Context: an optimization exercise on an open-source flow, tuned for small area, a short achievable clock period and few clock cycles per item. The choices shown serve that exercise and are no tape-out recipe.
Only simulation tests tie the RTL to the original design; equivalence was not proved.

File: design/flow/flow/run.sh
#!/bin/bash
# The standard layout with these changes:
# - module ascon_err (the logic of the err output, a path from the inputs to
#   an output) is mapped on its own by a delay-driven ABC script (premap.py)
#   and kept as a separate module until the final flatten;
# - no adder cells are extracted before ABC maps the logic (ADDER_MAP_FILE
#   empty), which maps the rounds' XOR and AND gates together;
# - timing repair aims at a shorter period than the clock's;
# - the port buffers are buf_2 cells.
set -euo pipefail
YOSYS="$FLOW_HOME/../tools/install/yosys/bin/yosys"
[[ -x "$YOSYS" ]] || YOSYS=yosys
LIB="$FLOW_HOME/platforms/sky130hd/lib/sky130_fd_sc_hd__tt_025C_1v80.lib"
python3 flow/premap.py "$PWD/design.v" "$YOSYS" "$LIB" "$PWD/design_premap.v" > premap.log 2>&1
bash standard.sh VERILOG_FILES="$PWD/design_premap.v" SYNTH_KEEP_MODULES=ascon_err ADDER_MAP_FILE= SETUP_SLACK_MARGIN=7.0 \
	'BUFFER_PORTS_ARGS=-buffer_cell sky130_fd_sc_hd__buf_2' finish > standard_flow.log 2>&1
File: design/flow/flow/dont_use.txt
sky130_fd_sc_hd__lpflow_bleeder_1
sky130_fd_sc_hd__lpflow_clkbufkapwr_1
sky130_fd_sc_hd__lpflow_clkbufkapwr_16
sky130_fd_sc_hd__lpflow_clkbufkapwr_2
sky130_fd_sc_hd__lpflow_clkbufkapwr_4
sky130_fd_sc_hd__lpflow_clkbufkapwr_8
sky130_fd_sc_hd__lpflow_clkinvkapwr_1
sky130_fd_sc_hd__lpflow_clkinvkapwr_16
sky130_fd_sc_hd__lpflow_clkinvkapwr_2
sky130_fd_sc_hd__lpflow_clkinvkapwr_4
sky130_fd_sc_hd__lpflow_clkinvkapwr_8
sky130_fd_sc_hd__lpflow_decapkapwr_12
sky130_fd_sc_hd__lpflow_decapkapwr_3
sky130_fd_sc_hd__lpflow_decapkapwr_4
sky130_fd_sc_hd__lpflow_decapkapwr_6
sky130_fd_sc_hd__lpflow_decapkapwr_8
sky130_fd_sc_hd__lpflow_inputiso0n_1
sky130_fd_sc_hd__lpflow_inputiso0p_1
sky130_fd_sc_hd__lpflow_inputiso1n_1
sky130_fd_sc_hd__lpflow_inputiso1p_1
sky130_fd_sc_hd__lpflow_inputisolatch_1
sky130_fd_sc_hd__lpflow_isobufsrc_1
sky130_fd_sc_hd__lpflow_isobufsrc_16
sky130_fd_sc_hd__lpflow_isobufsrc_2
sky130_fd_sc_hd__lpflow_isobufsrc_4
sky130_fd_sc_hd__lpflow_isobufsrc_8
sky130_fd_sc_hd__lpflow_isobufsrckapwr_16
sky130_fd_sc_hd__lpflow_lsbuf_lh_hl_isowell_tap_1
sky130_fd_sc_hd__lpflow_lsbuf_lh_hl_isowell_tap_2
sky130_fd_sc_hd__lpflow_lsbuf_lh_hl_isowell_tap_4
sky130_fd_sc_hd__lpflow_lsbuf_lh_isowell_4
sky130_fd_sc_hd__lpflow_lsbuf_lh_isowell_tap_1
sky130_fd_sc_hd__lpflow_lsbuf_lh_isowell_tap_2
sky130_fd_sc_hd__lpflow_lsbuf_lh_isowell_tap_4
sky130_fd_sc_hd__probe_p_8
sky130_fd_sc_hd__probec_p_8
File: design/flow/flow/premap.py
#!/usr/bin/env python3
"""Maps module ascon_err (the err output's logic, a path from the inputs to an
output) on its own with a delay-driven ABC script, and writes design_premap.v:
design.v with that module replaced by its gate-level netlist.
usage: premap.py DESIGN_V YOSYS LIBERTY OUT_V   (writes err_*.v/ys/log in the cwd)"""
import re, subprocess, sys

design, yosys, lib, out = sys.argv[1:5]
src = open(design).read()
m = re.search(r"^module ascon_err\b.*?^endmodule\b", src, re.S | re.M)
assert m, "module ascon_err not found"
open("err_rtl.v", "w").write(src[:0] + m.group(0) + "\n")

dont_use = open(sys.argv[0].rsplit("/", 1)[0] + "/dont_use.txt").read().split()
abc_script = "strash; dch; map -D 300; topo; buffer -p; upsize -D 300; dnsize -D 300"
open("err_map.abc", "w").write(abc_script + "\n")
ys = f"""read_verilog err_rtl.v
synth -top ascon_err -flatten -nofsm -noshare
opt -purge
abc -script err_map.abc -liberty {lib} {' '.join('-dont_use ' + c for c in dont_use)}
opt_clean -purge
stat -liberty {lib}
write_verilog -noattr -noexpr err_map.v
"""
open("err_map.ys", "w").write(ys)
with open("err_map.log", "w") as log:
    subprocess.run([yosys, "-s", "err_map.ys"], stdout=log, stderr=subprocess.STDOUT, check=True)
net = open("err_map.v").read()
n = re.search(r"^module ascon_err\b.*?^endmodule\b", net, re.S | re.M)
assert n, "mapped module not found"
open(out, "w").write(src[:m.start()] + n.group(0) + src[m.end():])
File: design/flow/standard.sh
#!/bin/bash
# synth_recipe.tcl (not shown) runs the flow's synth.tcl, then flattens the netlist and writes it again
# the make line also repeats each setting of config.mk as NAME=value (left out here)
make -C /OpenROAD-flow-scripts/flow DESIGN_CONFIG=/design/flow/config.mk WORK_HOME=/design/flow/orfs CLKGATE_MAP_FILE= SYNTH_SCRIPT=/design/flow/synth_recipe.tcl "${@:-finish}"
File: design/flow/config.mk
export PLATFORM = sky130hd
export DESIGN_NAME = ascon_core
export DESIGN_NICKNAME = ascon_core
export VERILOG_FILES = /design/flow/design.v
export SDC_FILE = /design/flow/constraint.sdc
export NUM_CORES = 8
export LEC_CHECK = 0
export CAP_MARGIN = 30
export CORE_MARGIN = 2
export CORE_UTILIZATION = 45
export SLEW_MARGIN = 30
File: design/flow/constraint.sdc
create_clock -name core_clock -period 13.0 [get_ports {clk}]
set_input_delay 2.6000 -clock core_clock [delete_from_list [all_inputs] [get_ports {clk}]]
set_output_delay 2.6000 -clock core_clock [all_outputs]
set_load 0.01 [all_outputs]
File: design/flow/design.v
`timescale  1ns/1ps
module ascon_round (
	input  wire [7:0]   rc,
	input  wire [319:0] s_i,
	output wire [319:0] s_o
);
	wire [63:0] x0 = s_i[319:256];
	wire [63:0] x1 = s_i[255:192];
	wire [63:0] x2 = s_i[191:128] ^ {56'h0, rc};
	wire [63:0] x3 = s_i[127:64];
	wire [63:0] x4 = s_i[63:0];
	wire [63:0] a0 = x0 ^ x4;
	wire [63:0] a4 = x4 ^ x3;
	wire [63:0] a2 = x2 ^ x1;
	wire [63:0] t0 = a0 ^ (~x1 & a2);
	wire [63:0] t1 = x1 ^ (~a2 & x3);
	wire [63:0] t2 = a2 ^ (~x3 & a4);
	wire [63:0] t3 = x3 ^ (~a4 & a0);
	wire [63:0] t4 = a4 ^ (~a0 & x1);
	wire [63:0] y0 = t0 ^ t4;
	wire [63:0] y1 = t1 ^ t0;
	wire [63:0] y2 = ~t2;
	wire [63:0] y3 = t3 ^ t2;
	wire [63:0] y4 = t4;
	assign s_o[319:256] = y0 ^ {y0[18:0], y0[63:19]} ^ {y0[27:0], y0[63:28]};
	assign s_o[255:192] = y1 ^ {y1[60:0], y1[63:61]} ^ {y1[38:0], y1[63:39]};
	assign s_o[191:128] = y2 ^ {y2[0],    y2[63:1]}  ^ {y2[5:0],  y2[63:6]};
	assign s_o[127:64]  = y3 ^ {y3[9:0],  y3[63:10]} ^ {y3[16:0], y3[63:17]};
	assign s_o[63:0]    = y4 ^ {y4[6:0],  y4[63:7]}  ^ {y4[40:0], y4[63:41]};
endmodule
module ascon_rounds #(parameter NR = 4) (
	input  wire [3:0]   rs,
	input  wire [319:0] s_i,
	output wire [319:0] s_m,
	output wire [319:0] s_o
);
	wire [319:0] s [0:NR];
	assign s[0] = s_i;
	genvar j;
	generate
		for (j = 0; j < NR; j = j + 1) begin : g_round
			wire [3:0] idx = rs + j;
			ascon_round u_round (.rc({~idx, idx}), .s_i(s[j]), .s_o(s[j+1]));
		end
	endgenerate
	assign s_m = s[NR-1];
	assign s_o = s[NR];
endmodule
`timescale  1ns/1ps
module ascon_core (
	input wire clk,
	input wire rst_n,
	input wire [127:0] key,
	input wire [127:0] nonce,
	input wire [1:0] sel_type,
	input wire mode_sel_encrypt_decrypt,
	input wire [31:0] data_length,
	input wire [31:0] data_position,
	input wire [127:0] data_in,
	output wire [127:0] data_out,
	input wire process_en_init,
	input wire process_en_AD_AM,
	input wire process_en_encrypt_decrypt,
	input wire process_en_hash,
	input wire process_en_final,
	output wire [127:0] tag,
	output wire done,
	output wire err
);
localparam NR  = 2;               
localparam P12 = 12 / NR;         
localparam P8  = 8 / NR;          
localparam PH  = 3;               
localparam [63:0] IV_AEAD = 64'h00001000808c0001;
localparam [319:0] PRE_HASH = 320'h15fb923a68d7d3de_462065172816566f_34bd868de5fd2580_ada58450f66cd2b8_89afbd5136ee8453;
localparam [319:0] PRE_XOF  = 320'hf32572a345da5dfb_1de85723ee1a83ab_3b49b45b6808518c_274ce98048048859_85dda81f5c981e59;
localparam [319:0] PRE_CXOF = 320'ha5ccdb9a7cc3b277_10b25004f333df43_068625b167d8adb2_5de3c2aa2110bcee_befb38bcb5856749;
wire en_i = process_en_init;
wire en_a = process_en_AD_AM;
wire en_c = process_en_encrypt_decrypt;
wire en_h = process_en_hash;
wire en_f = process_en_final;
ascon_err u_err (
	.data_length(data_length), .data_position(data_position),
	.en({en_i, en_a, en_c, en_h, en_f}), .err(err)
);
reg  [2:0]   pend;    
reg  [3:0]   rs;      
reg          fin;     
reg          kx;      
reg          ds;      
reg          aead;    
reg  [319:0] S;
reg  [127:0] dout;
assign done = fin;
wire [31:0] lmp = data_length - data_position;
reg  [3:0]  n_r;      
reg         fl_r;     
reg         len0_r;   
reg         dec_r;    
always @(posedge clk) begin
	n_r    <= aead ? lmp[3:0] : {1'b0, lmp[2:0]};
	fl_r   <= aead ? |lmp[31:4] : |lmp[31:3];
	len0_r <= ~|data_length;
	dec_r  <= mode_sel_encrypt_decrypt;
end
wire pass   = en_a | en_c | en_h | en_f | (en_i & fin);
wire p_le1  = (pend <= 3'd1);
wire comp   = (pend == 3'd1);         
wire adz    = aead & ~|data_length;   
wire ab_ad  = en_a & ~fin & p_le1 & ~(aead & len0_r);   
wire ab_c   = en_c & ~fin & p_le1;                       
wire ab_x   = ab_ad | ab_c;
wire last_c = ab_c & ~fl_r;           
wire [319:0] R, Rm;
ascon_rounds #(.NR(NR)) u_rounds (.rs(rs), .s_i(S), .s_m(Rm), .s_o(R));
wire kx_ap = comp & (kx | en_f);
wire ds_ap = comp & ds;
wire [63:0] r2 = R[191:128] ^ ({64{last_c}} & key[127:64]);
wire [63:0] r3 = R[127:64]  ^ ({64{kx_ap}} & key[127:64]) ^ ({64{last_c}} & key[63:0]);
wire [63:0] r4 = R[63:0]    ^ ({64{kx_ap}} & key[63:0]) ^ {ds_ap, 63'b0};
wire dec = en_c & dec_r;
wire [127:0] rate = R[319:192];
reg  [127:0] rate_n, out_n;
integer b;
always @(*) begin
	for (b = 0; b < 16; b = b + 1) begin : g_byte
		reg in_b, pd_b;
		reg [7:0] r_b, d_b;
		if (b < 8) begin
			r_b = rate[64 + 8*b +: 8];
			d_b = data_in[64 + 8*b +: 8];
			in_b = fl_r | (b < n_r);
			pd_b = ~fl_r & (b == n_r);
		end else begin
			r_b = rate[8*(b-8) +: 8];
			d_b = data_in[8*(b-8) +: 8];
			in_b = aead & (fl_r | (b < n_r));
			pd_b = aead & ~fl_r & (b == n_r);
		end
		if (b < 8) begin
			out_n[64 + 8*b +: 8] = in_b ? (r_b ^ d_b) : 8'h00;
			if (!ab_x)                rate_n[64 + 8*b +: 8] = r_b;
			else if (dec & in_b)      rate_n[64 + 8*b +: 8] = d_b;
			else                      rate_n[64 + 8*b +: 8] = r_b ^ (in_b ? d_b : 8'h00) ^ {7'b0, pd_b};
		end else begin
			out_n[8*(b-8) +: 8] = in_b ? (r_b ^ d_b) : 8'h00;
			if (!ab_x)                rate_n[8*(b-8) +: 8] = r_b;
			else if (dec & in_b)      rate_n[8*(b-8) +: 8] = d_b;
			else                      rate_n[8*(b-8) +: 8] = r_b ^ (in_b ? d_b : 8'h00) ^ {7'b0, pd_b};
		end
	end
end
wire sel_aead = (sel_type == 2'b00);
wire [319:0] load = sel_aead ? {IV_AEAD, key, nonce} :
                    (sel_type == 2'b01) ? PRE_HASH :
                    (sel_type == 2'b10) ? PRE_XOF : PRE_CXOF;
wire ld = en_i & ~fin;
wire hold = ~ld & ~pass;
wire [319:0] S_n = ({320{ld}} & load) | ({320{pass}} & {rate_n, r2, r3, r4}) | ({320{hold}} & S);
always @(posedge clk) begin
	S    <= S_n;
	dout <= en_h ? {R[319:256], 64'h0} : out_n;
end
assign data_out = dout;
assign tag = {S[63:0], S[127:64]};
always @(posedge clk or negedge rst_n) begin
	if (~rst_n) begin
		pend <= 3'd0;
		rs   <= 4'd0;
		fin  <= 1'b0;
		kx   <= 1'b0;
		ds   <= 1'b0;
		aead <= 1'b0;
	end else begin
		if (en_i & ~fin) begin
			pend <= sel_aead ? P12[2:0] : PH[2:0];
			rs   <= sel_aead ? 4'd0 : 4'd12 - PH[3:0] * NR[3:0];
			kx   <= sel_aead;
			ds   <= 1'b0;
			aead <= sel_aead;
		end else if (pass) begin
			pend <= pend - 3'd1;
			rs   <= rs + NR[3:0];
			if (comp) begin
				kx <= 1'b0;
				ds <= 1'b0;
			end
			if (ab_x) begin
				if (aead & (en_a | fl_r)) begin
					pend <= P8[2:0];
					rs   <= 4'd12 - P8[3:0] * NR[3:0];
				end else begin
					pend <= P12[2:0];
					rs   <= 4'd0;
				end
				ds <= en_a & aead & ~fl_r;
			end
			if (en_a & ~fin & adz)
				ds <= 1'b1;
			if (en_h & ~fin & comp)
				rs <= 4'd0;   
			if (en_h & fin)
				pend <= P12[2:0] - 3'd1;
		end
		fin <= ~err & ~fin & (en_i | (en_a & adz) | ((en_a | en_c | en_h | en_f) & comp));
	end
end
endmodule
module ascon_err (
	input  wire [31:0] data_length,
	input  wire [31:0] data_position,
	input  wire [4:0]  en,
	output wire        err
);
	wire multi = (en[4] & (|en[3:0])) | (en[3] & (|en[2:0])) | (en[2] & (|en[1:0])) | (en[1] & en[0]);
	reg len_lt;
	always @(*) begin : cmp
		reg [31:0] lt, gt;
		integer w, i;
		lt = ~data_length & data_position;
		gt = data_length & ~data_position;
		for (w = 1; w < 32; w = w * 2)
			for (i = 0; i < 32; i = i + 2 * w) begin
				lt[i] = lt[i + w] | (~gt[i + w] & lt[i]);
				gt[i] = gt[i + w] | (~lt[i + w] & gt[i]);
			end
		len_lt = lt[0];
	end
	assign err = len_lt | multi;
endmodule
==> out/summary.json, run 1 <==
{
  "status": {
    "status": "finished clean"
  },
  "detailed_routing": {
    "drt-vias-per-instance": 6.50,
    "antenna_violating_nets_post_route": 0,
    "drcViolationCount": 0,
    "drt-pass1-iter-count": 13,
    "vias": 61620,
    "totalWireLength_mm": 382,
    "routed_wire_per_std_cell_um": 40.3,
    "drt_iter0_drc": 11463
  },
  "timing": {
    "report.final.slew_viol_count": 0,
    "post-route-min-period_ns": 6.36,
    "clock-skew-final_ns": 0.0741,
    "max_slew_margin_pct": 17.2,
    "fin_ws_ns": 6.64,
    "rsz0062_at_grt": "yes",
    "hold_violations": 0,
    "max_freq_mhz": 157,
    "worst_slew_pin_slew_ns": 1.24,
    "setup_viol": 0,
    "final.setup.tns_ns": 0,
    "final.period_utilization_pct": 48.9
  },
  "yosys": {
    "yosys_register_bits": 465,
    "synth-edff-count": 0,
    "synth.largest_area_cell": "xnor2_1",
    "post-synth-top-area-fraction_pct": 26.0,
    "ys_dominant_reg_cell": "dfxtp_1",
    "ys_seq_area_share_pct": 16.5,
    "ys_warn_count": 2,
    "syn-num-nets": 7601,
    "post_synth_instance_area_um2": 56700,
    "gate_count_after_technology_mapping": 7143,
    "synth.lib_cells_used.distinct": 97,
    "synth.top_cells.by_area": "xnor2_1 (26%), dfxtp_1 (16%), xor2_1 (11%), nand2_1 (5.4%), o21ai_0 (4.0%)",
    "syn_area_per_cell_um2": 7.94,
    "synth-async-reset-ratio_pct": 2.15
  },
  "clock_tree": {
    "clkSlewWorstSetupHoldPaths_ns": 0.07,
    "postCtsHoldBufs": 0,
    "numClockSinks": 465,
    "clockBufferDepth": 3,
    "skew_pair_late_insertion_delay_ns": 0.76,
    "ctsRootBufferMaster": "clkbuf_16",
    "tritoncts_clock_tree": "done",
    "htree_levels": 2,
    "numCtsBuffers": 60
  },
  "placement": {
    "gp_routability_congestion": 1.20,
    "place_hpwl_mm": 317,
    "dp_slack_ns": 6.36,
    "placed_cells_incl_taps": 9282,
    "portBuffers": 715
  },
  "final_layout": {
    "layout.nets": 8187,
    "multi_input_combinational_cell_area_um2": 46400,
    "drive_above_1_share_pct": 19.5,
    "register_area_um2": 9360,
    "stdcell_count": 9478,
    "syn2layout_area_growth_pct": 17.7,
    "fillerInstances": 11757
  },
  "grt": {
    "grt_remaining_overflow": 0,
    "globalRouteTotalUtil_pct": 56.5,
    "vias_in_the_first_global_route": 54981,
    "largest_net_degree_at_the_start_of_global_routing": 164,
    "grt_first_pass_wirelength_mm": 492,
    "grt_antenna_before_repair": 76
  },
  "flow_run": {
    "cap_viol_max_count": 0
  },
  "critical_path": {
    "timing.setup.critical_path_class": "input pin to output pin",
    "critical_path.startpoint_type": "input pin",
    "critical_path_arrival_ns": 3.76,
    "cp-startpoint": "data_position[7]",
    "crit-reg2reg-launch": "S[276]$_DFF_P_",
    "timing.critical_path.required_ns": 10.40,
    "worst-path-max-fanout": 6,
    "timing.critical_path.to_type": "output pin"
  },
  "floorplanning": {
    "die_h_um": 359,
    "die_width_um": 359,
    "floorplan.rows": 130,
    "fp.dieArea_um2": 129000,
    "num_io_pins": 716,
    "core_region_area_um2": 125000,
    "start_util_pct": 45.3
  },
  "hold_path": {
    "min_path_type": "register to register",
    "hp-start": "ds$_DFFE_PN0P_"
  }
}
area by class of cell:
| class | count | area share, % |
|---|---|---|
| inverters | 110 | 0.699 |
| diodes | 48 | 0.180 |
| clock buffers | 77 | 2.57 |
| repair buffers | 1014 | 9.13 |
| flip-flops and latches | 465 | 14.0 |
| multi-input cells | 6078 | 69.5 |
| well taps | 1650 | 3.09 |
| clock inverters | 36 | 0.783 |
synth_stat cells, types with 96 or more instances:
library cell and instances:
xnor2_1 1685, nand2_1 821, xor2_1 693, o21ai_0 456, dfxtp_1 455, nor2_1 444, clkbuf_1 262, mux2i_1 219
nor2b_1 206, o211ai_1 190, a21oi_1 182, nor3_1 156, buf_4 129, inv_1 98, o21ai_1 96
kinds of logic after synthesis:
group	after synthesis	synth area share, %
compound gates	1256	13.6
xor+xnor	2591	44.4
fa+ha+maj	16	0.282
buf+inv	600	5.11
flops	465	16.5
mux	231	4.15
simple gates	1984	15.9
metal layers:
layer | track usage, % | vias to the layer above | part of all wire (%)
met2 | 75.3 | 5728 | 37
met1 | 65.1 | 29284 | 34
met3 | 26.7 | 1708 | 16
li1 | - | 24860 | -
met4 | 54.6 | 40 | 12
met5 | 1.48 | - | 0.11
modules after synthesis, one instance, submodules excluded:
| module | cells inside | cell area, um^2 | times used | flip-flops and latches |
|---|---|---|---|---|
| ascon_err | 162 | 897 | 1 | 0 |
| ascon_core | 6981 | 55900 | 1 | 465 |
per-stage QoR:
stage / area [um^2] / util (%) / hold slack [ns]
CTS: 66100 / 52.7 / 0.527
global placement: 62700 / 50.0 / 0.483
finish: 66800 / 53.2 / 0.534
global route: 66700 / 53.2 / 0.579
detailed placement: 63400 / 50.6 / 0.513
floorplan: 56700 / - / 0.451
placed cells by master (no fill, tap or decap), drive strengths merged, types with 70 or more instances in the layout:
| cell type | instances |
|---|---|
| dfxtp | 455 |
| buf | 1010 |
| a21oi | 187 |
| nor3 | 157 |
| nand3 | 73 |
| o211ai | 190 |
| nor2b | 207 |
| xnor2 | 1761 |
| clkbuf | 79 |
| and3 | 70 |
| inv | 115 |
| xnor3 | 92 |
| nor2 | 450 |
| nand2 | 822 |
| o21ai | 554 |
| xor2 | 702 |
| mux2i | 222 |
worst max-delay path, stage by stage:
cell,delay (ns)
buf_4,0.14
nor2_2,0.23
a31oi_4,0.07
a31oi_2,0.16
o21ai_2,0.10
a21oi_2,0.21
o21ai_2,0.10
buf_2,0.15
final timing paths:
kind                                          end  slack [ns]  cells after the start
min in group asynchronous       rs[2]$_DFFE_PN0P_        1.82                      1
worst min-delay path               ds$_DFFE_PN0P_        0.53                      2
worst max register to register     S[202]$_DFF_P_        6.90                     11
worst min register to register     ds$_DFFE_PN0P_        0.53                      2
worst max-delay path                          err        6.64                      8
max in group asynchronous          kx$_DFFE_PN0P_       10.76                      1
sequential cells by signal, summed over array words and instances (netlist names):
name    count
S         320
aead        1
dec_r       1
dout      128
ds          1
fin         1
fl_r        1
kx          1
len0_r      1
n_r         4
pend        3
rs          3
repair_timing:
item / CTS / global route
cloned: 2 / 0
setup buffers: 28 / 1
gates resized for setup: 58 / 44
setup endpoints to repair: 1 / 2
pin swaps: 17 / 19
Testbench counts, summed over its fixed seeds: cycles 10,549, bytes 24,606.
==> run 2, diff against run 1 <==
--- a/design/flow/design.v
+++ b/design/flow/design.v
@@ -94,3 +94,4 @@
 reg  [127:0] dout;
-assign done = fin;
+reg          err_r;   
+assign done = fin & ~err_r;
 wire [31:0] lmp = data_length - data_position;
@@ -161,2 +162,3 @@
 always @(posedge clk) begin
+	err_r <= err;
 	S    <= S_n;
@@ -205,3 +207,3 @@
 		end
-		fin <= ~err & ~fin & (en_i | (en_a & adz) | ((en_a | en_c | en_h | en_f) & comp));
+		fin <= ~fin & (en_i | (en_a & adz) | ((en_a | en_c | en_h | en_f) & comp));
 	end
--- a/design/flow/flow/run.sh
+++ b/design/flow/flow/run.sh
@@ -8,3 +8,3 @@
 # - timing repair aims at a shorter period than the clock's;
-# - the port buffers are buf_2 cells.
+# - the port buffers are buf_1 cells.
 set -euo pipefail
@@ -15,2 +15,2 @@
 bash standard.sh VERILOG_FILES="$PWD/design_premap.v" SYNTH_KEEP_MODULES=ascon_err ADDER_MAP_FILE= SETUP_SLACK_MARGIN=7.0 \
-	'BUFFER_PORTS_ARGS=-buffer_cell sky130_fd_sc_hd__buf_2' finish > standard_flow.log 2>&1
+	'BUFFER_PORTS_ARGS=-buffer_cell sky130_fd_sc_hd__buf_1' finish > standard_flow.log 2>&1
--- a/design/flow/config.mk
+++ b/design/flow/config.mk
@@ -9,3 +9,3 @@
 export CORE_MARGIN = 2
-export CORE_UTILIZATION = 45
+export CORE_UTILIZATION = 50
 export SLEW_MARGIN = 30
==> run 2 against run 1 <==
Highest routed layer unchanged. Setup slack got worse by 0.051 ns. Maximum frequency down 0.79%. Clock skew fell by 0.028 ns. Global-route usage up 1.6 points. Die area decreased by 9.5%. Still clean. First-iteration DRC count is 7.2% lower. Via count fell by 1.0%. Design area fell by 2.8%. Non-clock buffer count decreased by 49. Count of clock-buffer cells in the layout is 15 lower.
==> out/summary.json, run 2 <==
{
  "status": {
    "status": "finished clean"
  },
  "grt": {
    "grt_remaining_overflow": 0,
    "largest_net_degree_at_the_start_of_global_routing": 89,
    "globalRouteTotalUtil_pct": 58.2,
    "grt_antenna_before_repair": 51,
    "grt_first_pass_wirelength_mm": 461,
    "vias_in_the_first_global_route": 54406
  },
  "final_layout": {
    "largest_register_ffs": 320,
    "syn2layout_area_growth_pct": 13.9,
    "register_area_um2": 9380,
    "multi_input_combinational_cell_area_um2": 46300,
    "layout.nets": 8142,
    "final_cell_mix": "xnor2_1 (1521), nand2_1 (804), xor2_1 (692)",
    "layout_commonest_cell": "xnor2_1",
    "largestRegisters": "S: 320 flops, dout: 128 flops, n_r: 4 flops",
    "stdcell_count": 9273,
    "top_register": "S",
    "fillerInstances": 10294,
    "drive_above_1_share_pct": 10.4
  },
  "yosys": {
    "library_cell_with_the_highest_instance_count_after_synthesis": "xnor2_1",
    "synth-edff-count": 0,
    "syn_area_per_cell_um2": 7.96,
    "yosys_register_bits": 466,
    "ys_warn_count": 2,
    "gate_count_after_technology_mapping": 7157,
    "syn-num-nets": 7615,
    "post-synth-top-area-fraction_pct": 25.3,
    "synth.lib_cells_used.distinct": 102,
    "synth.largest_area_cell": "xnor2_1",
    "synth.top_cells.by_count": "xnor2_1 (1644), nand2_1 (811), xor2_1 (715), nor2_1 (521), o21ai_0 (477)",
    "synth-async-reset-ratio_pct": 2.15,
    "synth.top_cells.by_area": "xnor2_1 (25%), dfxtp_1 (16%), xor2_1 (11%), nand2_1 (5.3%), mux2i_1 (4.6%)",
    "ys_seq_area_share_pct": 16.5,
    "post_synth_instance_area_um2": 57000,
    "ys_dominant_reg_cell": "dfxtp_1"
  },
  "detailed_routing": {
    "routed_wire_per_std_cell_um": 38.3,
    "antenna_violating_nets_post_route": 0,
    "drt-pass1-iter-count": 9,
    "vias": 60973,
    "drt-vias-per-instance": 6.58,
    "drt_iter0_drc": 10641,
    "drcViolationCount": 0,
    "totalWireLength_mm": 355
  },
  "floorplanning": {
    "fp.dieArea_um2": 117000,
    "floorplan.rows": 123,
    "die_h_um": 342,
    "start_util_pct": 50.5,
    "die_width_um": 342,
    "core_region_area_um2": 113000,
    "num_io_pins": 716
  },
  "critical_path": {
    "critical_path.most_common_cell": "o21ai_2",
    "max_stage_delay_ns": 0.26,
    "critical_path.startpoint_type": "input pin",
    "path_cells": "buf_2 > inv_1 > nand2_1 > a31oi_1 > o21ai_2 > o21ai_2 > a21oi_2 > o21ai_2 > buf_2",
    "crit_family": "compound AO/OA/AOI/OAI gates",
    "worst-path-max-fanout": 5,
    "critical_path_arrival_ns": 3.81,
    "timing.critical_path.to_type": "output pin",
    "slowest_stage": "a31oi_1",
    "critical_path_buf_inv_count": 3,
    "timing.setup.critical_path_class": "input pin to output pin",
    "timing.critical_path.required_ns": 10.40
  },
  "clock_tree": {
    "htree_levels": 2,
    "postCtsHoldBufs": 0,
    "ctsRootBufferMaster": "clkbuf_16",
    "numCtsBuffers": 55,
    "numClockSinks": 466,
    "clockBufferDepth": 3,
    "skew_pair_late_insertion_delay_ns": 0.72,
    "tritoncts_clock_tree": "done",
    "clkSlewWorstSetupHoldPaths_ns": 0.06
  },
  "timing": {
    "finalHoldWorstSlack_ns": 0.552,
    "final.setup.tns_ns": 0,
    "fin_ws_ns": 6.59,
    "final.period_utilization_pct": 49.3,
    "rsz0062_at_grt": "yes",
    "report.final.slew_viol_count": 0,
    "post-route-min-period_ns": 6.41,
    "max_slew_margin_pct": 14.6,
    "hold_violations": 0,
    "clock-skew-final_ns": 0.0461,
    "worst_slew_pin_slew_ns": 1.27,
    "setup_viol": 0,
    "max_freq_mhz": 156
  },
  "hold_path": {
    "min_path_type": "register to register"
  },
  "placement": {
    "dp_slack_ns": 6.26,
    "gp_routability_congestion": 1.23,
    "portBuffers": 715,
    "placed_cells_incl_taps": 9120,
    "place_hpwl_mm": 293
  },
  "flow_run": {
    "cap_viol_max_count": 0
  }
}
## run 2: cell count changes after synthesis, moves of 26 or more
cell,delta
mux2i_1,+41
a31oi_1,-26
nor2_1,+77
xnor2_1,-41
o21ai_1,-64
o211ai_1,+50
## run 2: metrics by stage
step	utilization [%]	area [um^2]
floorplan	-	57000
global placement	54.4	61400
detailed placement	55.0	62100
CTS	57.0	64300
global route	57.5	64800
finish	57.5	64900
## run 2: final cells by class
cell class	count	share of cell area, %
sequential	466	14.5
antenna	43	0.166
clock inverter	41	0.791
clock buffer	62	2.25
multi-input combinational	6079	71.3
timing repair buffer	965	7.37
tap	1500	2.89
inverter	117	0.752
## run 2: worst paths after layout
| check | slack (ns) | startpoint | endpoint | cells past startpoint |
|---|---|---|---|---|
| setup / recovery | 6.59 | data_length[5] | err | 9 |
| hold / removal | 0.55 | S[170]$_DFF_P_ | S[170]$_DFF_P_ | 2 |
| setup reg to reg | 7.24 | S[305]$_DFF_P_ | S[231]$_DFF_P_ | 11 |
| hold reg to reg | 0.55 | S[170]$_DFF_P_ | S[170]$_DFF_P_ | 2 |
| max in group asynchronous | 10.62 | rst_n | rs[3]$_DFFE_PN0P_ | 1 |
| min in group asynchronous | 1.93 | rst_n | ds$_DFFE_PN0P_ | 1 |
## run 2: Yosys stat by module (local to each module, per instance)
module / flip-flops and latches / area, um^2 / cells
ascon_err: 0 / 897 / 162
ascon_core: 466 / 56100 / 6995
## run 2: tightest hold or removal path, stage by stage, from the launching register on
cell	delay (ns)
dfxtp_1	0.35
nand2_1	0.07
o211ai_1	0.08
## run 2: what timing repair did
action | CTS | global route
setup buffers | 1 | 3
cloned | 0 | 2
gates resized for setup | 109 | 38
pin swaps | 19 | 12
endpoints found under the setup margin | 1 | 1
## run 2: kinds of logic after synthesis
logic type                 Yosys count  share of synthesized area, %
DFF                                466                          16.5
buffers and inverters              612                          5.18
xor gates and xnor gates          2585                          44.2
and+or+nand+nor                   2013                          15.9
adders and majority gates           22                         0.389
muxes                              276                          4.93
AOI/OAI and AO/OA                 1183                          12.9
## run 2: layer usage
layer  vias up  global-route usage [%]  wire (um)
li1      24663                       -          -
met1     28594                    65.2     117000
met2      5822                    78.9     134000
met3      1868                    29.7      59700
met4        26                    54.0      43400
met5         -                    2.17        756
Testbench counts of run 2, summed over its fixed seeds: cycles 10,549, bytes 24,606.
==> run 3, diff against run 2 <==
--- a/design/flow/config.mk
+++ b/design/flow/config.mk
@@ -9,3 +9,3 @@
 export CORE_MARGIN = 2
-export CORE_UTILIZATION = 50
+export CORE_UTILIZATION = 55
 export SLEW_MARGIN = 30
==> run 3 against run 2 <==
Still clean. Non-clock buffer count down 6. Hold slack got worse by 0.028 ns. Final cell count fell by 1.5%. Largest cell class unchanged.
==> out/summary.json, run 3 <==
{
  "final_layout": {
    "final_cell_mix": "xnor2_1 (1534), nand2_1 (806), xor2_1 (689)",
    "post-route-util_pct": 62.5,
    "largest_register_ffs": 320,
    "layout_commonest_cell": "xnor2_1",
    "syn2layout_area_growth_pct": 13.0,
    "register_area_um2": 9380,
    "layout.nets": 8136,
    "fillerInstances": 8986,
    "largestRegisters": "S: 320 flops, dout: 128 flops, n_r: 4 flops",
    "top_register": "S",
    "drive_above_1_share_pct": 9.83,
    "multi_input_combinational_cell_area_um2": 46100
  },
  "yosys": {
    "synth.top_cells.by_area": "xnor2_1 (25%), dfxtp_1 (16%), xor2_1 (11%), nand2_1 (5.3%), mux2i_1 (4.6%)",
    "synth-edff-count": 0,
    "syn-num-nets": 7615,
    "ys_warn_count": 2,
    "synth-async-reset-ratio_pct": 2.15,
    "synth.largest_area_cell": "xnor2_1",
    "synth.lib_cells_used.distinct": 102,
    "post-synth-top-area-fraction_pct": 25.3,
    "ys_dominant_reg_cell": "dfxtp_1",
    "post_synth_instance_area_um2": 57000,
    "yosys_register_bits": 466,
    "synth.top_cells.by_count": "xnor2_1 (1644), nand2_1 (811), xor2_1 (715), nor2_1 (521), o21ai_0 (477)",
    "gate_count_after_technology_mapping": 7157,
    "ys_seq_area_share_pct": 16.5,
    "syn_area_per_cell_um2": 7.96,
    "library_cell_with_the_highest_instance_count_after_synthesis": "xnor2_1"
  },
  "grt": {
    "largest_net_degree_at_the_start_of_global_routing": 77,
    "vias_in_the_first_global_route": 54491,
    "grt_first_pass_wirelength_mm": 448,
    "globalRouteTotalUtil_pct": 61.5,
    "grt_antenna_before_repair": 41,
    "grt_remaining_overflow": 0
  },
  "detailed_routing": {
    "antenna_violating_nets_post_route": 0,
    "totalWireLength_mm": 343,
    "drcViolationCount": 0,
    "vias": 61136,
    "drt_iter0_drc": 11773,
    "drt-vias-per-instance": 6.69,
    "drt-pass1-iter-count": 15,
    "routed_wire_per_std_cell_um": 37.5
  },
  "floorplanning": {
    "fp.dieArea_um2": 106000,
    "start_util_pct": 55.3,
    "floorplan.rows": 118,
    "num_io_pins": 716,
    "die_width_um": 326,
    "core_region_area_um2": 103000,
    "die_h_um": 326
  },
  "timing": {
    "setup_viol": 0,
    "max_freq_mhz": 156,
    "final.period_utilization_pct": 49.3,
    "rsz0062_at_grt": "yes",
    "max_slew_margin_pct": 15.4,
    "worst_slew_pin_slew_ns": 1.26,
    "post-route-min-period_ns": 6.41,
    "hold_violations": 0,
    "final.setup.tns_ns": 0,
    "report.final.slew_viol_count": 0,
    "clock-skew-final_ns": 0.0691
  },
  "clock_tree": {
    "numCtsBuffers": 55,
    "htree_levels": 2,
    "tritoncts_clock_tree": "done",
    "clockBufferDepth": 3,
    "numClockSinks": 466,
    "skew_pair_late_insertion_delay_ns": 0.73,
    "ctsRootBufferMaster": "clkbuf_16",
    "clkSlewWorstSetupHoldPaths_ns": 0.06
  },
  "critical_path": {
    "timing.critical_path.required_ns": 10.40,
    "worst-path-max-fanout": 4,
    "ff2ff_path_depth": 12,
    "critical_path_arrival_ns": 3.81,
    "endpoint": "err",
    "cp-startpoint": "data_length[20]",
    "timing.setup.critical_path_class": "input pin to output pin",
    "timing.critical_path.to_type": "output pin",
    "reg2reg_setup_slack_ns": 7.29,
    "rr_endpoint": "S[252]$_DFF_P_",
    "critical_path.startpoint_type": "input pin",
    "crit-reg2reg-launch": "S[277]$_DFF_P_"
  },
  "placement": {
    "gp_routability_congestion": 1.26,
    "portBuffers": 715,
    "place_hpwl_mm": 282
  },
  "hold_path": {
    "min_path_type": "register to register",
    "hp-start": "ds$_DFFE_PN0P_"
  },
  "status": {
    "status": "finished clean"
  },
  "flow_run": {
    "cap_viol_max_count": 0
  }
}
==> run 3: cell counts after synthesis <==
Identical to the previous run, type by type.
==> run 3: cell type report <==
| cell class | count | share of cell area [%] |
|---|---|---|
| diodes | 32 | 0.124 |
| clock buffers | 72 | 2.38 |
| clock inverters | 28 | 0.672 |
| inverters | 117 | 0.773 |
| multi-input cells | 6079 | 71.5 |
| flip-flops and latches | 466 | 14.6 |
| well taps | 1380 | 2.68 |
| repair buffers | 959 | 7.27 |
==> run 3: cell families (layout without fill, tap and decap cells) <==
group | count (synthesis) | after routing | synth area share, %
other | 0 | 32 | 0
AO/OA/AOI/OAI | 1183 | 1183 | 12.9
XOR/XNOR | 2585 | 2585 | 44.2
buffers and inverters | 612 | 1176 | 5.18
flip-flops | 466 | 466 | 16.5
adder cells (fa/ha/maj) | 22 | 22 | 0.389
multiplexers | 276 | 276 | 4.93
AND/OR/NAND/NOR | 2013 | 2013 | 15.9
==> run 3: worst min path at each step <==
stage	end	slack, ns	cells after the start
after floorplan	ds$_DFFE_PN0P_	0.48	2
after global placement	ds$_DFFE_PN0P_	0.49	2
after detailed placement	ds$_DFFE_PN0P_	0.50	2
after CTS	ds$_DFFE_PN0P_	0.52	2
after global routing	ds$_DFFE_PN0P_	0.55	2
final	ds$_DFFE_PN0P_	0.52	2
==> run 3: critical path, cell delays in order <==
cell     delay (ns)
buf_1          0.20
inv_2          0.06
o21ai_1        0.14
nand2_1        0.07
o21ai_1        0.19
o21ai_0        0.14
a21oi_1        0.17
o21ai_1        0.10
buf_2          0.15
==> run 3: per-layer routing <==
metal	routed length (um)	vias up	global-route usage, %
li1	-	24618	-
met4	43000	22	58.7
met1	112000	28495	67.9
met3	60000	1950	33.8
met5	391	-	1.69
met2	127000	6051	82.1
==> run 3: per-stage QoR <==
step	setup slack (ns)	instance area [um^2]	instances	hold WS (ns)
after floorplan	7.01	57000	7157	0.476
after global routing	6.55	64300	9114	0.548
after global placement	6.27	61000	8994	0.493
final	6.59	64400	9133	0.524
after CTS	6.67	63900	9096	0.517
after detailed placement	6.24	61600	8995	0.502
==> run 3: per-module statistics from Yosys, one instance, submodules excluded <==
module | cells inside | times used | area (um^2)
ascon_core | 6995 | 1 | 56100
ascon_err | 162 | 1 | 897
==> run 3: what timing repair did <==
| item | CTS | global route |
|---|---|---|
| cloned | 0 | 0 |
| hold buffers | 0 | 0 |
| pin swaps | 17 | 5 |
| gates resized for setup | 103 | 12 |
| setup endpoints to repair | 1 | 1 |
| buffers inserted | 1 | 2 |
==> run 4, diff against run 3 <==
--- a/design/flow/config.mk
+++ b/design/flow/config.mk
@@ -7,5 +7,5 @@
 export LEC_CHECK = 0
-export CAP_MARGIN = 30
+export CAP_MARGIN = 20
 export CORE_MARGIN = 2
 export CORE_UTILIZATION = 55
-export SLEW_MARGIN = 30
+export SLEW_MARGIN = 20
==> run 4 against run 3 <==
Design area fell by 1.3%. Critical endpoint unchanged. Global-route usage fell by 0.32 points. Core utilization fell by 0.80 points. Largest cell class unchanged. Maximum frequency rose by 0.24%. First-iteration DRC count fell by 1.7%. Highest routed layer unchanged. Count of clock-buffer cells in the layout fell by 3.
==> out/summary.json, run 4 <==
{
  "placement": {
    "place_hpwl_mm": 281,
    "placed_cells_incl_taps": 8995,
    "gp_routability_congestion": 1.26,
    "portBuffers": 715
  },
  "grt": {
    "largest_net_degree_at_the_start_of_global_routing": 77,
    "globalRouteTotalUtil_pct": 61.1,
    "grt_remaining_overflow": 0,
    "vias_in_the_first_global_route": 53906,
    "grt_first_pass_wirelength_mm": 446,
    "grt_antenna_before_repair": 32
  },
  "timing": {
    "max_freq_mhz": 156,
    "setup_viol": 0,
    "finalHoldWorstSlack_ns": 0.533,
    "rsz0062_at_grt": "yes",
    "max_slew_margin_pct": 5.29,
    "report.final.slew_viol_count": 0,
    "final.period_utilization_pct": 49.2,
    "post-route-min-period_ns": 6.40,
    "hold_violations": 0,
    "final.setup.tns_ns": 0,
    "worst_slew_pin_slew_ns": 1.42,
    "clock-skew-final_ns": 0.0593
  },
  "final_layout": {
    "top_register": "S",
    "syn2layout_area_growth_pct": 11.6,
    "stdcell_count": 9126,
    "largest_register_ffs": 320,
    "drive_above_1_share_pct": 8.85,
    "largestRegisters": "S: 320 flops, dout: 128 flops, n_r: 4 flops",
    "layout.nets": 8131,
    "layout_commonest_cell": "xnor2_1",
    "final_cell_mix": "xnor2_1 (1596), nand2_1 (805), xor2_1 (707)"
  },
  "yosys": {
    "synth.largest_area_cell": "xnor2_1",
    "synth-async-reset-ratio_pct": 2.15,
    "ys_dominant_reg_cell": "dfxtp_1",
    "gate_count_after_technology_mapping": 7157,
    "synth.top_cells.by_count": "xnor2_1 (1644), nand2_1 (811), xor2_1 (715), nor2_1 (521), o21ai_0 (477)",
    "ys_warn_count": 2,
    "post_synth_instance_area_um2": 57000,
    "synth.top_cells.by_area": "xnor2_1 (25%), dfxtp_1 (16%), xor2_1 (11%), nand2_1 (5.3%), mux2i_1 (4.6%)",
    "synth.lib_cells_used.distinct": 102,
    "ys_seq_area_share_pct": 16.5,
    "syn_area_per_cell_um2": 7.96,
    "syn-num-nets": 7615,
    "synth-edff-count": 0,
    "yosys_register_bits": 466,
    "post-synth-top-area-fraction_pct": 25.3,
    "library_cell_with_the_highest_instance_count_after_synthesis": "xnor2_1"
  },
  "detailed_routing": {
    "wl_met1_mm": 112,
    "drcViolationCount": 0,
    "drt-vias-per-instance": 6.66,
    "wl_met2_mm": 127,
    "wl_met3_mm": 58.7,
    "uppermost_layer_routed": "met5",
    "drt-pass1-iter-count": 12,
    "vias": 60766,
    "totalWireLength_mm": 341,
    "drt_iter0_drc": 11568,
    "routed_wire_per_std_cell_um": 37.4,
    "antenna_violating_nets_post_route": 0
  },
  "clock_tree": {
    "numCtsBuffers": 54,
    "htree_levels": 2,
    "ctsRootBufferMaster": "clkbuf_16",
    "skew_pair_late_insertion_delay_ns": 0.72,
    "tritoncts_clock_tree": "done",
    "clockBufferDepth": 3,
    "clkSlewWorstSetupHoldPaths_ns": 0.07,
    "postCtsHoldBufs": 0,
    "numClockSinks": 466
  },
  "critical_path": {
    "timing.critical_path.to_type": "output pin",
    "worst-path-max-fanout": 7,
    "timing.setup.critical_path_class": "input pin to output pin",
    "critical_path.startpoint_type": "input pin",
    "critical_path_arrival_ns": 3.80,
    "timing.critical_path.required_ns": 10.40
  },
  "floorplanning": {
    "start_util_pct": 55.3,
    "die_h_um": 326,
    "core_region_area_um2": 103000,
    "num_io_pins": 716,
    "die_width_um": 326,
    "floorplan.rows": 118,
    "fp.dieArea_um2": 106000
  },
  "flow_run": {
    "cap_viol_max_count": 0
  },
  "status": {
    "status": "finished clean"
  },
  "hold_path": {
    "min_path_type": "register to register"
  }
}
==> run 4: Yosys stat by module, one instance, submodules excluded <==
module	cell area (um^2)	flip-flops and latches
ascon_core	56100	466
ascon_err	897	0
==> run 4: final cells by class <==
cell class                      count  area [um^2]
Antenna cell                       30         75.1
Clock buffer                       69         1500
Clock inverter                     30          407
Fill cell                        9067        39500
Inverter                          117          490
Multi-Input combinational cell   6079        45400
Sequential cell                   466         9380
Tap cell                         1380         1730
Timing Repair Buffer              955         4630
==> run 4: repair_timing <==
| item | in CTS | in global routing |
|---|---|---|
| gates cloned | 0 | 0 |
| buffers inserted | 1 | 0 |
| hold endpoints to repair | 0 | 0 |
| pin swaps | 15 | 12 |
| resized for setup | 71 | 46 |
| setup endpoints to repair | 1 | 1 |
==> run 4: kinds of logic (layout without fill, tap and decap cells) <==
| group | after synthesis | count (layout) | synth area share (%) |
|---|---|---|---|
| buffers and inverters | 612 | 1171 | 5.18 |
| XOR/XNOR | 2585 | 2585 | 44.2 |
| AND/OR/NAND/NOR | 2013 | 2013 | 15.9 |
| multiplexers | 276 | 276 | 4.93 |
| adder cells (fa/ha/maj) | 22 | 22 | 0.389 |
| AO/OA/AOI/OAI | 1183 | 1183 | 12.9 |
| flip-flops | 466 | 466 | 16.5 |
| other | 0 | 30 | 0 |
==> run 4: final timing paths <==
check                      depth (start not counted)                end             from  slack [ns]
setup / recovery                                   9                err  data_length[22]        6.60
hold / removal                                     2     ds$_DFFE_PN0P_   ds$_DFFE_PN0P_        0.53
setup reg to reg                                  11     S[231]$_DFF_P_    S[53]$_DFF_P_        7.13
hold reg to reg                                    2     ds$_DFFE_PN0P_   ds$_DFFE_PN0P_        0.53
max in group asynchronous                          1  rs[1]$_DFFE_PN0P_            rst_n       10.68
min in group asynchronous                          1     kx$_DFFE_PN0P_            rst_n        1.92
==> run 4: metal layers <==
| metal | GRT usage, % | up-vias |
|---|---|---|
| met5 | 2.75 | - |
| met4 | 57.5 | 22 |
| met3 | 31.3 | 1935 |
| met2 | 82.2 | 5934 |
| met1 | 68.8 | 28244 |
| li1 | - | 24631 |
==> run 4: through the flow <==
stage / instance area, um^2 / setup WS (ns) / util (%)
after global routing: 63500 / 6.57 / 61.6
after detailed placement: 61100 / 6.23 / 59.3
final: 63600 / 6.60 / 61.7
after floorplan: 57000 / 7.01 / -
after global placement: 61000 / 6.27 / 59.2
after CTS: 63200 / 6.65 / 61.3
==> run 4: worst max-delay path, cell delays in order <==
cell and delay [ns]:
buf_2 0.14, inv_1 0.08, nand2_1 0.06, o21ai_2 0.20, o21ai_1 0.12, o21ai_0 0.21, a21oi_1 0.10, o21ai_1 0.11
buf_2 0.16
==> run 5, diff against run 4 <==
--- a/design/flow/config.mk
+++ b/design/flow/config.mk
@@ -7,5 +7,5 @@
 export LEC_CHECK = 0
-export CAP_MARGIN = 20
+export CAP_MARGIN = 10
 export CORE_MARGIN = 2
-export CORE_UTILIZATION = 55
-export SLEW_MARGIN = 20
+export CORE_UTILIZATION = 58
+export SLEW_MARGIN = 10
==> run 5 against run 4 <==
Now fails the layout checks on max-capacitance violations, max-slew violations. Hold slack worse by 0.014 ns. Final cell count down 1.6%. Setup slack better by 0.028 ns. Flip-flop and latch count unchanged. Register-to-register slack worse by 0.50 ns. First-iteration DRC count up 8.3%. Via count up 2.2%. Synthesized cell count unchanged. Sequential share of layout area up 0.074 points.
==> out/summary.json, run 5 <==
{
  "status": {
    "status": "complete, but fails checks",
    "failed_layout_checks": "max-capacitance violations, max-slew violations"
  },
  "yosys": {
    "yosys.area_share.adder_pct": 0.389,
    "dominant_combinational_cell_family_by_area_after_synthesis": "XOR/XNOR gates",
    "yosys_register_bits": 466,
    "yosys.area_share.xor_xnor_pct": 44.2,
    "synth.largest_area_cell": "xnor2_1",
    "synth_simple_gate_area_share_pct": 15.9,
    "synth.mux.area_fraction_pct": 4.93,
    "synth.top_cells.by_area": "xnor2_1 (25%), dfxtp_1 (16%), xor2_1 (11%), nand2_1 (5.3%), mux2i_1 (4.6%)",
    "synth-async-reset-ratio_pct": 2.15,
    "gate_count_after_technology_mapping": 7157,
    "ys_seq_area_share_pct": 16.5,
    "ys_dominant_reg_cell": "dfxtp_1",
    "ys_warn_count": 2,
    "post_synth_instance_area_um2": 57000,
    "syn_area_per_cell_um2": 7.96,
    "library_cell_with_the_highest_instance_count_after_synthesis": "xnor2_1",
    "syn-num-nets": 7615,
    "synth_area_in_compound_gates_pct": 12.9,
    "synth.top_cells.by_count": "xnor2_1 (1644), nand2_1 (811), xor2_1 (715), nor2_1 (521), o21ai_0 (477)",
    "synth-edff-count": 0,
    "post-synth-top-area-fraction_pct": 25.3,
    "synth.lib_cells_used.distinct": 102
  },
  "final_layout": {
    "drive_above_1_share_pct": 8.48,
    "design_area_um2": 63200,
    "top_register": "S",
    "layout_commonest_cell": "xnor2_1",
    "fillerInstances": 8014,
    "final_cell_mix": "xnor2_1 (1616), nand2_1 (804), xor2_1 (706)",
    "layout.nets": 8102,
    "largest_register_ffs": 320,
    "largestRegisters": "S: 320 flops, dout: 128 flops, n_r: 4 flops",
    "syn2layout_area_growth_pct": 11.0
  },
  "critical_path": {
    "timing.critical_path.to_type": "register",
    "timing.setup.critical_path_class": "register to register",
    "timing.critical_path.required_ns": 13.54,
    "worst-path-max-fanout": 5,
    "critical_path.startpoint_type": "register",
    "critical_path_arrival_ns": 6.91,
    "ff2ff_path_depth": 11
  },
  "timing": {
    "clock-skew-final_ns": 0.0600,
    "final.period_utilization_pct": 49.0,
    "final.setup.tns_ns": 0,
    "worst_slew_pin_slew_ns": 1.57,
    "max_freq_mhz": 157,
    "post-route-min-period_ns": 6.37,
    "hold_violations": 0,
    "rsz0062_at_grt": "yes",
    "report.final.slew_viol_count": 12,
    "max_slew_margin_pct": -5.14,
    "setup_viol": 0
  },
  "grt": {
    "globalRouteTotalUtil_pct": 64.0,
    "grt_remaining_overflow": 0,
    "grt_first_pass_wirelength_mm": 447,
    "largest_net_degree_at_the_start_of_global_routing": 137,
    "grt_antenna_before_repair": 27,
    "vias_in_the_first_global_route": 55465
  },
  "clock_tree": {
    "tritoncts_clock_tree": "done",
    "numClockSinks": 466,
    "postCtsHoldBufs": 0,
    "numCtsBuffers": 54,
    "clkSlewWorstSetupHoldPaths_ns": 0.07,
    "ctsRootBufferMaster": "clkbuf_16",
    "htree_levels": 2,
    "skew_pair_late_insertion_delay_ns": 0.74,
    "clockBufferDepth": 3
  },
  "detailed_routing": {
    "vias": 62121,
    "drt_iter0_drc": 12531,
    "drt-pass1-iter-count": 15,
    "drcViolationCount": 0,
    "antenna_violating_nets_post_route": 0,
    "routed_wire_per_std_cell_um": 37.8,
    "totalWireLength_mm": 340,
    "drt-vias-per-instance": 6.92
  },
  "placement": {
    "place_hpwl_mm": 274,
    "placed_cell_area_um2": 60700,
    "gp_routability_congestion": 1.29,
    "portBuffers": 715
  },
  "floorplanning": {
    "die_h_um": 317,
    "floorplan.rows": 114,
    "core_region_area_um2": 97000,
    "num_io_pins": 716,
    "die_width_um": 317,
    "fp.dieArea_um2": 101000,
    "start_util_pct": 58.7
  },
  "hold_path": {
    "min_path_type": "register to register",
    "number_of_cells_on_the_worst_hold_path": 2
  },
  "flow_run": {
    "cap_viol_max_count": 6
  }
}
## run 5: cells by family after synthesis
kind of cell / count (synthesis)
flip-flops: 466
buffers and inverters: 612
AO/OA/AOI/OAI: 1183
multiplexers: 276
XOR/XNOR: 2585
adder cells (fa/ha/maj): 22
AND/OR/NAND/NOR: 2013
## run 5: timing repair
item	4_1_cts	5_1_grt
gates cloned	2	0
buffers inserted	4	0
pin swaps	26	14
resized for setup	127	34
endpoints found under the setup margin	1	1
## run 5: final timing paths
check	endpoint	startpoint	slack [ns]
max	S[212]$_DFF_P_	S[276]$_DFF_P_	6.63
max reg2reg	S[212]$_DFF_P_	S[276]$_DFF_P_	6.63
min	ds$_DFFE_PN0P_	ds$_DFFE_PN0P_	0.52
min reg2reg	ds$_DFFE_PN0P_	ds$_DFFE_PN0P_	0.52
min in group asynchronous	fin$_DFF_PN0_	rst_n	1.90
max in group asynchronous	rs[3]$_DFFE_PN0P_	rst_n	10.64
## run 5: metrics by stage
| step | util, % | setup WS (ns) | hold WS (ns) | cells |
|---|---|---|---|---|
| detailed placement | 62.5 | 6.26 | 0.499 | 8856 |
| global route | 65.2 | 6.56 | 0.569 | 8973 |
| finish | 65.2 | 6.63 | 0.518 | 8980 |
| global placement | 62.5 | 6.30 | 0.490 | 8856 |
| CTS | 65.0 | 6.69 | 0.514 | 8964 |
| floorplan | - | 7.01 | 0.476 | 7157 |
## run 5: per-module statistics from Yosys (local to each module, per instance)
module / cell area (um^2) / flops+latches / times used / cells inside
ascon_core: 56100 / 466 / 1 / 6995
ascon_err: 897 / 0 / 1 / 162
## run 5: worst max-delay path: stages, from the launching register on
cell	delay [ns]
dfxtp_1	0.97
xor2_1	0.16
o21ai_0	0.25
xor2_1	0.95
xnor3_1	0.64
xor2_1	0.22
xnor2_1	1.07
xnor2_1	0.22
xnor2_1	0.50
mux2i_1	0.15
a21oi_1	0.90
o211ai_1	0.14
## run 5: layout make-up
type | count | area [um^2] | area share (%)
Multi-Input combinational cell | 6079 | 45200 | 71.5
Sequential cell | 466 | 9380 | 14.8
Timing Repair Buffer | 926 | 4550 | 7.19
Tap cell | 1276 | 1600 | 2.52
Clock buffer | 72 | 1520 | 2.40
Inverter | 117 | 495 | 0.783
Clock inverter | 30 | 435 | 0.689
Antenna cell | 14 | 35.0 | 0.0554
## run 5: layer usage
layer  GRT usage (%)  wire length (um)
met1            67.9            106000
met2            85.4            125000
met3            38.6             63500
met4            63.4             44900
met5            2.27               322
==> run 6, diff against run 5 <==
--- a/design/flow/config.mk
+++ b/design/flow/config.mk
@@ -7,5 +7,5 @@
 export LEC_CHECK = 0
-export CAP_MARGIN = 10
+export CAP_MARGIN = 25
 export CORE_MARGIN = 2
-export CORE_UTILIZATION = 58
-export SLEW_MARGIN = 10
+export CORE_UTILIZATION = 55
+export SLEW_MARGIN = 25
==> run 6 against run 5 <==
Now clean on timing, DRC and antenna. Maximum frequency down 0.23%. Synthesized cell count unchanged. First-iteration DRC count down 8.9%. Clock skew down 0.023 ns. Critical path type is now input pin to output pin. Critical endpoint is now err. Largest cell class unchanged. Highest routed layer unchanged.
==> out/summary.json, run 6 <==
{
  "detailed_routing": {
    "drcViolationCount": 0,
    "routed_wire_per_std_cell_um": 37.5,
    "uppermost_layer_routed": "met5",
    "drt-vias-per-instance": 6.67,
    "wl_met3_mm": 60.1,
    "totalWireLength_mm": 342,
    "drt_iter0_drc": 11414,
    "antenna_violating_nets_post_route": 0,
    "drt-pass1-iter-count": 14,
    "wl_met1_mm": 112,
    "wl_met2_mm": 127,
    "vias": 60947
  },
  "yosys": {
    "synth.lib_cells_used.distinct": 102,
    "post-synth-top-area-fraction_pct": 25.3,
    "ys_warn_count": 2,
    "yosys_register_bits": 466,
    "syn_area_per_cell_um2": 7.96,
    "synth-edff-count": 0,
    "gate_count_after_technology_mapping": 7157,
    "synth-async-reset-ratio_pct": 2.15,
    "post_synth_instance_area_um2": 57000,
    "synth.top_cells.by_area": "xnor2_1 (25%), dfxtp_1 (16%), xor2_1 (11%), nand2_1 (5.3%), mux2i_1 (4.6%)",
    "library_cell_with_the_highest_instance_count_after_synthesis": "xnor2_1",
    "ys_seq_area_share_pct": 16.5,
    "synth.top_cells.by_count": "xnor2_1 (1644), nand2_1 (811), xor2_1 (715), nor2_1 (521), o21ai_0 (477)",
    "ys_dominant_reg_cell": "dfxtp_1",
    "syn-num-nets": 7615,
    "synth.largest_area_cell": "xnor2_1"
  },
  "critical_path": {
    "rr_endpoint": "S[213]$_DFF_P_",
    "path_cells": "buf_12 > clkinv_16 > nand2_8 > a21oi_4 > a31oi_4 > a21oi_2 > o21ai_2 > o21ai_2 > buf_2",
    "worst-path-max-fanout": 3,
    "crit-reg2reg-launch": "S[277]$_DFF_P_",
    "reg2reg_setup_slack_ns": 6.98,
    "worst-path-stages": 9,
    "critical_path.startpoint_type": "input pin",
    "critical_path_buf_inv_count": 3,
    "timing.setup.critical_path_class": "input pin to output pin",
    "critical_path_arrival_ns": 3.78,
    "timing.critical_path.to_type": "output pin",
    "slowest_stage": "a21oi_4",
    "ff2ff_path_depth": 11,
    "critical_path.most_common_cell": "o21ai_2",
    "crit_family": "compound AO/OA/AOI/OAI gates",
    "timing.critical_path.required_ns": 10.40,
    "max_stage_delay_ns": 0.23
  },
  "clock_tree": {
    "clockBufferDepth": 3,
    "numClockSinks": 466,
    "skew_pair_late_insertion_delay_ns": 0.71,
    "clkSlewWorstSetupHoldPaths_ns": 0.06,
    "htree_levels": 2,
    "numCtsBuffers": 55,
    "tritoncts_clock_tree": "done",
    "postCtsHoldBufs": 0,
    "ctsRootBufferMaster": "clkbuf_16"
  },
  "final_layout": {
    "top_register": "S",
    "largestRegisters": "S: 320 flops, dout: 128 flops, n_r: 4 flops",
    "stdcell_count": 9131,
    "layout.nets": 8137,
    "drive_above_1_share_pct": 9.32,
    "final_cell_mix": "xnor2_1 (1573), nand2_1 (805), xor2_1 (699)",
    "syn2layout_area_growth_pct": 12.2,
    "layout_commonest_cell": "xnor2_1",
    "largest_register_ffs": 320,
    "post-route-util_pct": 62.0
  },
  "floorplanning": {
    "floorplan.rows": 118,
    "die_width_um": 326,
    "fp.dieArea_um2": 106000,
    "die_h_um": 326,
    "core_region_area_um2": 103000,
    "num_io_pins": 716,
    "start_util_pct": 55.3
  },
  "grt": {
    "globalRouteTotalUtil_pct": 61.6,
    "vias_in_the_first_global_route": 54727,
    "grt_antenna_before_repair": 35,
    "grt_first_pass_wirelength_mm": 449,
    "grt_remaining_overflow": 0,
    "largest_net_degree_at_the_start_of_global_routing": 77
  },
  "flow_run": {
    "cap_viol_max_count": 0
  },
  "timing": {
    "max_slew_margin_pct": 11.0,
    "rsz0062_at_grt": "yes",
    "report.final.slew_viol_count": 0,
    "final.setup.tns_ns": 0,
    "clock-skew-final_ns": 0.0366,
    "fin_ws_ns": 6.62,
    "hold_violations": 0,
    "max_freq_mhz": 157,
    "final.period_utilization_pct": 49.1,
    "worst_slew_pin_slew_ns": 1.33,
    "finalHoldWorstSlack_ns": 0.522,
    "setup_viol": 0,
    "post-route-min-period_ns": 6.38
  },
  "hold_path": {
    "hold_path_end": "ds$_DFFE_PN0P_",
    "min_path_type": "register to register",
    "number_of_cells_on_the_worst_hold_path": 2,
    "hp-start": "ds$_DFFE_PN0P_"
  },
  "placement": {
    "place_hpwl_mm": 281,
    "dp_slack_ns": 6.23,
    "gp_routability_congestion": 1.26,
    "placed_cells_incl_taps": 8995,
    "portBuffers": 715
  },
  "status": {
    "status": "finished clean"
  }
}
==> run 6: worst max path at each step <==
| stage | start | slack, ns | to |
|---|---|---|---|
| 2_1_floorplan | data_length[31] | 7.01 | err |
| 3_3_place_gp | data_length[31] | 6.27 | err |
| 3_5_place_dp | data_length[31] | 6.23 | err |
| 4_1_cts | data_length[7] | 6.68 | err |
| 5_1_grt | data_length[22] | 6.55 | err |
| 6_report | data_length[31] | 6.62 | err |
==> run 6: layout make-up <==
type / count / area (um^2)
antenna: 28 / 70.1
clock buffer: 67 / 1540
clock inverter: 34 / 454
fill: 9020 / 39100
inverter: 117 / 490
multi-input combinational: 6079 / 45600
sequential: 466 / 9380
tap: 1380 / 1730
timing repair buffer: 960 / 4660
==> run 6: tightest hold or removal path: stages, from the launching register on <==
cell and delay [ns]:
dfrtp_1 0.35, o21ai_0 0.08, o31ai_1 0.06
==> run 6: per-stage QoR <==
stage,area [um^2]
after floorplan,57000
after global placement,61000
after detailed placement,61300
after CTS,63500
after global routing,63900
final,63900
==> run 6: modules after synthesis (local to each module, per instance) <==
module / flops+latches / times used
ascon_core: 466 / 1
ascon_err: 0 / 1
==> run 6: cells by family after synthesis <==
logic type,Yosys count,share of synthesized area [%]
buffers and inverters,612,5.18
muxes,276,4.93
xor gates and xnor gates,2585,44.2
DFF,466,16.5
AOI/OAI and AO/OA,1183,12.9
and+or+nand+nor,2013,15.9
adders and majority gates,22,0.389
==> run 6: what timing repair did <==
action	CTS	global route
pin swaps	16	13
gates resized for setup	88	18
buffers inserted	1	2
setup endpoints to repair	1	1
gates cloned	0	0
==> run 6: routing by layer <==
layer,vias up,track usage [%]
met3,1965,33.5
met4,20,58.0
met2,6007,82.2
met5,-,2.22
met1,28336,68.6
li1,24619,-

separate check: timing with driven ports:
Ports are ideal in the flow. The routed layouts listed here were re-timed in OpenROAD.
Step 1 (the two cells are an assumption about what drives the block):
set clk [get_ports {clk}]
set_driving_cell -lib_cell sky130_fd_sc_hd__clkbuf_16 $clk
set_driving_cell -lib_cell sky130_fd_sc_hd__buf_2 [delete_from_list [all_inputs] $clk]
Step 2, shift: input delay + t, output delay - t, t = (earliest + latest rising clock arrival at the registers) / 2. This alone moves slack from input paths to output paths.
Slacks: no drivers / after step 1 / after step 2; pairs: no drivers / after step 1.
run	shift t [ns]	setup slack, ns	worst slew at a driven data input, ns
run 1	0.816	6.643 / 6.586 / 5.953	0.33
run 2	0.778	6.592 / 6.570 / 6.570	0.14
run 3	0.784	6.587 / 6.553 / 6.553	0.12
run 4	0.768	6.602 / 6.566 / 6.566	0.11
run 5	0.794	6.630 / 6.571 / 6.571	0.13
run 6	0.786	6.615 / 6.559 / 6.559	0.12
For run 1, which loses most, drivers alone change the setup slack by -0.057 ns; drivers and shift together by -0.690 ns.
